Context: an optimization exercise on an open-source flow, tuned for small area and a short achievable clock period. The choices shown serve that exercise and are no tape-out recipe. RTL that was checked went through simulation tests only; none was proved equivalent to the original. Power figures rest on the tool's default switching activity, not on a simulated workload.

==> flow/design.v <==
module pfx_add #(
  parameter int W = 8
) (
  input  [W-1:0] a,
  input  [W-1:0] b,
  input          ci,
  output [W-1:0] sum,
  output         co
);
  logic [W-1:0] p, g, gg, pp;
  logic [W-1:0] c;    
  assign p = a ^ b;
  assign g = a & b;
  always_comb begin
    gg = g;
    pp = p;
    for (int l = 0; (1 << l) < W; l++) begin
      for (int i = W - 1; i >= 0; i--) begin
        if ((i >> l) & 1) begin
          gg[i] = gg[i] | (pp[i] & gg[((i >> l) << l) - 1]);
          pp[i] = pp[i] & pp[((i >> l) << l) - 1];
        end
      end
    end
  end
  assign c   = {gg[W-2:0] | (pp[W-2:0] & {(W-1){ci}}), ci};
  assign sum = p ^ c;
  assign co  = gg[W-1] | (pp[W-1] & ci);
endmodule
module pfx_cout #(
  parameter int W = 8
) (
  input  [W-1:0] a,
  input  [W-1:0] b,
  input          ci,
  output         co
);
  logic [W:0] g, p;
  always_comb begin
    g = {a & b, ci};
    p = {a ^ b, 1'b0};
    for (int s = 1; s <= W; s = s * 2) begin
      for (int i = 0; i + s <= W; i += 2 * s) begin
        if (i + s <= W) begin
          g[i] = g[i + s] | (p[i + s] & g[i]);
          p[i] = p[i + s] & p[i];
        end
      end
    end
  end
  assign co = g[0];
endmodule
module pfx_add2 #(
  parameter int W = 8
) (
  input  [W-1:0] a,
  input  [W-1:0] b,
  output [W-1:0] s0,
  output [W-1:0] s1,
  output         co0,
  output         co1
);
  logic [W-1:0] p, g, gg, pp;
  assign p = a ^ b;
  assign g = a & b;
  always_comb begin
    gg = g;
    pp = p;
    for (int l = 0; (1 << l) < W; l++) begin
      for (int i = W - 1; i >= 0; i--) begin
        if ((i >> l) & 1) begin
          gg[i] = gg[i] | (pp[i] & gg[((i >> l) << l) - 1]);
          pp[i] = pp[i] & pp[((i >> l) << l) - 1];
        end
      end
    end
  end
  assign s0  = p ^ {gg[W-2:0], 1'b0};
  assign s1  = p ^ {gg[W-2:0] | pp[W-2:0], 1'b1};
  assign co0 = gg[W-1];
  assign co1 = gg[W-1] | pp[W-1];
endmodule
module align_sticky (
  input  [22:0] f,
  input  [4:0]  sh,
  output        sticky
);
  logic [31:0] thermo;
  logic [22:0] mask;
  logic        sat;
  assign sat    = sh >= 5'd25;
  assign thermo = 32'hFFFF_FFFF << sh;       
  assign mask   = {~thermo[24:3], ~thermo[2] & ~sat};
  assign sticky = |(f & mask);
endmodule
module top_level (
  input         clk_i,
  input         addsub_i,
  input  [31:0] data_a_i,
                data_b_i,
  output [31:0] result_o
);
  logic [7:0]  ea, eb;
  logic [22:0] fa, fb;
  logic        co_ab, co_ba, co_f;
  assign ea = data_a_i[30:23];
  assign eb = data_b_i[30:23];
  assign fa = data_a_i[22:0];
  assign fb = data_b_i[22:0];
  logic [7:0] dx, dy;    
  pfx_add2 #(.W(8))  u_dexp (.a(ea), .b(~eb), .s0(dx), .s1(dy), .co0(co_ab), .co1(co_ba));
  pfx_cout #(.W(31)) u_flt  (.a(data_a_i[30:0]), .b(~data_b_i[30:0]), .ci(1'b1), .co(co_f));
  logic       bl_ab, bl_ba, bab, bba;
  logic [2:0] eah, ebh;
  assign eah   = ea[7:5];
  assign ebh   = eb[7:5];
  assign bl_ab = ea[4:0] < eb[4:0];
  assign bl_ba = eb[4:0] < ea[4:0];
  assign bab   = bl_ab ? ({1'b0, eah} >= {1'b0, ebh} + 4'd2) : (eah > ebh);
  assign bba   = bl_ba ? ({1'b0, ebh} >= {1'b0, eah} + 4'd2) : (ebh > eah);
  logic        sa_q1, sb_q1, sw_q1, nsw_q1, gt_q1, sh0_q1, bab_q1, bba_q1;
  logic [7:0]  ea_q1, eb_q1;
  logic [22:0] fa_q1, fb_q1;
  logic [4:1]  dab_q1, dba_q1;
  always_ff @(posedge clk_i) begin
    sa_q1 <= data_a_i[31];
    sb_q1 <= data_b_i[31] ^ addsub_i;
    sw_q1  <= ~co_f;               
    nsw_q1 <= co_f;                
    gt_q1  <= co_ab;               
    ea_q1 <= ea;
    eb_q1 <= eb;
    fa_q1 <= fa;
    fb_q1 <= fb;
    sh0_q1 <= dy[0];               
    dab_q1 <= dy[4:1];             
    dba_q1 <= ~dx[4:1];            
    bab_q1 <= bab;                 
    bba_q1 <= bba;                 
  end
  logic [23:0] ly;
  logic [26:0] lv0, al;
  logic        sticky, es;
  assign ly = sw_q1 ? {1'b1, fa_q1} : {1'b1, fb_q1};
  assign es = sa_q1 ^ sb_q1;
  logic [4:0] sh;
  logic       big;
  assign big = gt_q1 ? bab_q1 : bba_q1;
  assign sh  = {gt_q1 ? dab_q1 : dba_q1, sh0_q1} | {5{big}};
  assign lv0 = sh[0] ? {1'b0, ly, 2'b00} : {ly, 3'b000};
  assign al  = lv0 >> {sh[4:1], 1'b0};
  logic sat, st_b, st_a;
  assign sat = sh >= 5'd25;
  align_sticky u_stb (.f(fb_q1), .sh({dab_q1, sh0_q1} | {5{bab_q1}}), .sticky(st_b));
  align_sticky u_sta (.f(fa_q1), .sh({dba_q1, sh0_q1} | {5{bba_q1}}), .sticky(st_a));
  assign sticky = gt_q1 ? st_b : st_a;
  logic        hs_q2, es_q2;
  logic [7:0]  he_q2;
  logic [22:0] hf_q2;
  logic [26:0] lo_q2;
  always_ff @(posedge clk_i) begin
    hs_q2 <= nsw_q1 ? sa_q1 : sb_q1;
    es_q2 <= es;
    he_q2 <= nsw_q1 ? ea_q1 : eb_q1;   
    hf_q2 <= nsw_q1 ? fa_q1 : fb_q1;
    lo_q2 <= {al[26:2], al[1] | sat, sticky} ^ {27{es}};    
  end
  logic [26:0] opa;
  logic [27:0] sum;
  logic        add_co;
  logic [26:0] t, z, f;
  logic [4:0]  lz;
  logic [2:0]  inc;
  assign opa = {1'b1, hf_q2, 3'b000};
  logic        c13, co_h0, co_h1;
  logic [13:0] sh0, sh1;
  pfx_add  #(.W(13)) u_addl (.a(opa[12:0]), .b(lo_q2[12:0]), .ci(es_q2),
                             .sum(sum[12:0]), .co(c13));
  pfx_add2 #(.W(14)) u_addh (.a(opa[26:13]), .b(lo_q2[26:13]),
                             .s0(sh0), .s1(sh1), .co0(co_h0), .co1(co_h1));
  assign sum[26:13] = c13 ? sh1 : sh0;
  assign add_co     = c13 ? co_h1 : co_h0;
  assign sum[27] = add_co ^ es_q2;
  assign t = ~(opa ^ lo_q2);
  assign z = ~(opa | lo_q2);
  assign f = t & ~{z[25:0], 1'b0};
  logic [4:0] lzr;
  always_comb begin
    lzr = 5'd0;
    for (int i = 2; i < 27; i++)
      if (f[i]) lzr = 5'(27 - i);
  end
  assign lz = es_q2 ? lzr : 5'd0;
  assign inc[0] = sum[3] & (|sum[2:0] | sum[4]);
  assign inc[1] = sum[2] & (|sum[1:0] | sum[3]);
  assign inc[2] = sum[1] & (sum[0] | sum[2]);
  logic        hs_q3, c_q3;
  logic [7:0]  he_q3;
  logic [26:2] s_q3;
  logic [4:0]  lz_q3;
  logic [2:0]  inc_q3;
  always_ff @(posedge clk_i) begin
    hs_q3  <= hs_q2;
    he_q3  <= he_q2;
    c_q3   <= sum[27];
    s_q3   <= sum[26:2];
    lz_q3  <= lz;
    inc_q3 <= inc;
  end
  logic        far, finc;
  logic [1:0]  kf;
  logic [4:0]  k;
  logic [25:0] v;
  logic [50:0] vs;
  logic [24:0] m;
  logic [7:0]  e;
  assign far = c_q3 | s_q3[26] | s_q3[25];
  assign kf  = c_q3 ? 2'd0 : (s_q3[26] ? 2'd1 : 2'd2);
  logic [50:0] vh;
  assign k   = {lz_q3[4:2], far ? kf : lz_q3[1:0]};
  assign v   = {c_q3, s_q3[26:2]};
  assign vh  = {25'd0, v} << {k[4:2], 2'b00};
  assign vs  = vh << k[1:0];
  assign m   = (~far & (lz_q3 == 5'd0)) ? {1'b1, 24'd0} : vs[25:1];
  logic [7:0] ef, en;
  assign ef  = c_q3 ? he_q3 + 8'd1 : (s_q3[26] ? he_q3 : he_q3 - 8'd1);
  assign en  = he_q3 + 8'd1 - {3'd0, lz_q3};
  assign e   = far ? ef : en;    
  always_comb begin
    if (c_q3)          finc = inc_q3[0];
    else if (s_q3[26]) finc = inc_q3[1];
    else               finc = inc_q3[2];
  end
  logic lo1;
  always_comb begin
    case (kf)
      2'd0:    lo1 = &s_q3[14:4];
      2'd1:    lo1 = &s_q3[13:3];
      default: lo1 = &s_q3[12:2];
    endcase
  end
  logic        hs_q4, i_q4, l1_q4;
  logic [7:0]  e_q4;
  logic [24:0] m_q4;
  always_ff @(posedge clk_i) begin
    hs_q4 <= hs_q3;
    i_q4  <= far & finc;
    l1_q4 <= lo1;
    e_q4  <= e;
    m_q4  <= m;
  end
  logic [22:0] fr;
  logic        fall1;
  logic [7:0]  e_p1, e_m1;
  logic [30:0] res;
  logic [10:0] plo;
  logic [11:0] phi;
  logic        chi;
  always_comb begin
    plo = m_q4[11:1];
    for (int l = 0; (1 << l) < 11; l++)
      for (int j = 10; j >= 0; j--)
        if ((j >> l) & 1)
          plo[j] = plo[j] & plo[((j >> l) << l) - 1];
    phi = m_q4[23:12];
    for (int l = 0; (1 << l) < 12; l++)
      for (int j = 11; j >= 0; j--)
        if ((j >> l) & 1)
          phi[j] = phi[j] & phi[((j >> l) << l) - 1];
  end
  assign chi   = i_q4 & l1_q4;
  assign fr    = m_q4[23:1] ^ {{phi[10:0], 1'b1} & {12{chi}},
                               {plo[9:0], 1'b1} & {11{i_q4}}};
  assign fall1 = phi[11] & chi;
  assign e_p1  = e_q4 + 8'd1;
  assign e_m1  = e_q4 - 8'd1;
  assign res = m_q4[24] ? {fall1 ? e_p1 : e_q4, fr}
                        : {e_m1, m_q4[22:0]};
  logic [31:0] res_q;
  always_ff @(posedge clk_i) res_q <= {hs_q4, res};
  assign result_o = res_q;
endmodule
Settings: LEC_CHECK=0, ABC_AREA=1, CAP_MARGIN=20, CORE_MARGIN=2, CORE_UTILIZATION=60, CTS_BUF_LIST=sky130_fd_sc_hd__clkbuf_8, SETUP_SLACK_MARGIN=3.55, SLEW_MARGIN=20; clock period 6.0 ns.
standard.sh (not shown) runs the stock make flow with config.mk's settings and CLKGATE_MAP_FILE= SYNTH_SCRIPT=/design/flow/synth_recipe.tcl, a recipe that flattens the netlist after the stock synthesis.
==> flow/flow/run.sh <==
#!/bin/bash
# Standard ORFS layout (the standard.sh), with the port buffers made
# from buf_2 cells instead of the default delay-buffer cells.
export BUFFER_PORTS_ARGS="-buffer_cell sky130_fd_sc_hd__buf_2"
bash standard.sh > standard.log 2>&1
Edit:
--- a/flow/design.v
+++ b/flow/design.v
@@ -78,21 +78,8 @@
   assign s0  = p ^ {gg[W-2:0], 1'b0};
   assign s1  = p ^ {gg[W-2:0] | pp[W-2:0], 1'b1};
   assign co0 = gg[W-1];
   assign co1 = gg[W-1] | pp[W-1];
-endmodule
-module align_sticky (
-  input  [22:0] f,
-  input  [4:0]  sh,
-  output        sticky
-);
-  logic [31:0] thermo;
-  logic [22:0] mask;
-  logic        sat;
-  assign sat    = sh >= 5'd25;
-  assign thermo = 32'hFFFF_FFFF << sh;       
-  assign mask   = {~thermo[24:3], ~thermo[2] & ~sat};
-  assign sticky = |(f & mask);
 endmodule
 module top_level (
   input         clk_i,
   input         addsub_i,
@@ -139,8 +126,10 @@
     bba_q1 <= bba;                 
   end
   logic [23:0] ly;
   logic [26:0] lv0, al;
+  logic [22:0] smask;
+  logic [31:0] thermo;
   logic        sticky, es;
   assign ly = sw_q1 ? {1'b1, fa_q1} : {1'b1, fb_q1};
   assign es = sa_q1 ^ sb_q1;
   logic [4:0] sh;
@@ -148,13 +137,21 @@
   assign big = gt_q1 ? bab_q1 : bba_q1;
   assign sh  = {gt_q1 ? dab_q1 : dba_q1, sh0_q1} | {5{big}};
   assign lv0 = sh[0] ? {1'b0, ly, 2'b00} : {ly, 3'b000};
   assign al  = lv0 >> {sh[4:1], 1'b0};
-  logic sat, st_b, st_a;
-  assign sat = sh >= 5'd25;
-  align_sticky u_stb (.f(fb_q1), .sh({dab_q1, sh0_q1} | {5{bab_q1}}), .sticky(st_b));
-  align_sticky u_sta (.f(fa_q1), .sh({dba_q1, sh0_q1} | {5{bba_q1}}), .sticky(st_a));
-  assign sticky = gt_q1 ? st_b : st_a;
+  logic sat, sat_ab, sat_ba;
+  logic [4:0]  sh_ab, sh_ba;
+  logic [31:0] th_ab, th_ba;
+  assign sh_ab  = {dab_q1, sh0_q1} | {5{bab_q1}};
+  assign sh_ba  = {dba_q1, sh0_q1} | {5{bba_q1}};
+  assign sat    = sh >= 5'd25;
+  assign sat_ab = sh_ab >= 5'd25;
+  assign sat_ba = sh_ba >= 5'd25;
+  assign th_ab  = 32'hFFFF_FFFF << sh_ab;    
+  assign th_ba  = 32'hFFFF_FFFF << sh_ba;
+  assign thermo = gt_q1 ? th_ab : th_ba;
+  assign smask  = {~thermo[24:3], ~thermo[2] & ~(gt_q1 ? sat_ab : sat_ba)};
+  assign sticky = |(ly[22:0] & smask);
   logic        hs_q2, es_q2;
   logic [7:0]  he_q2;
   logic [22:0] hf_q2;
   logic [26:0] lo_q2;
Outcome: The changed run completed with no timing, DRC or antenna violations; wire length falls by roughly a tenth; die area decreases slightly; final cell count went down by a few percent; setup slack gets better by 15 ps; power is about the same; critical path depth went up by 6; flip-flop and latch count stays the same.
Only the layout flow was run in the first run of this note; the RTL was not checked for function there.

[static timing again, ports no longer ideal]
The flow's constraints put no driver on any port. The routed layouts listed below were extracted and timed again, unchanged, in two steps. Step 1 (the two cells are an assumption about what drives the block):
set clk [get_ports {clk_i}]
set_driving_cell -lib_cell sky130_fd_sc_hd__clkbuf_16 $clk
set_driving_cell -lib_cell sky130_fd_sc_hd__buf_2 [delete_from_list [all_inputs] $clk]
Step 2 also shifts input and output timing later by t, the mid clock arrival at the registers, as if the neighbouring blocks saw the same clock. Three values: no drivers, after step 1, after step 2; two values: the first two.
run	shift t [ns]	slack for setup (ns)	latest minus earliest clock arrival (ns)	worst register clock-pin slew, ns	worst data-port slew with drivers (ns)
the first run	0.579	3.639 / 3.639 / 3.133	0.024 / 0.024	0.07 / 0.07	0.04
the second run	0.581	3.653 / 3.653 / 3.117	0.033 / 0.033	0.07 / 0.07	0.04
After both steps setup and hold are still met in every run listed. The setup slack of the second run, which loses most, moves by 0.000 ns with the drivers and by -0.536 ns with both steps.
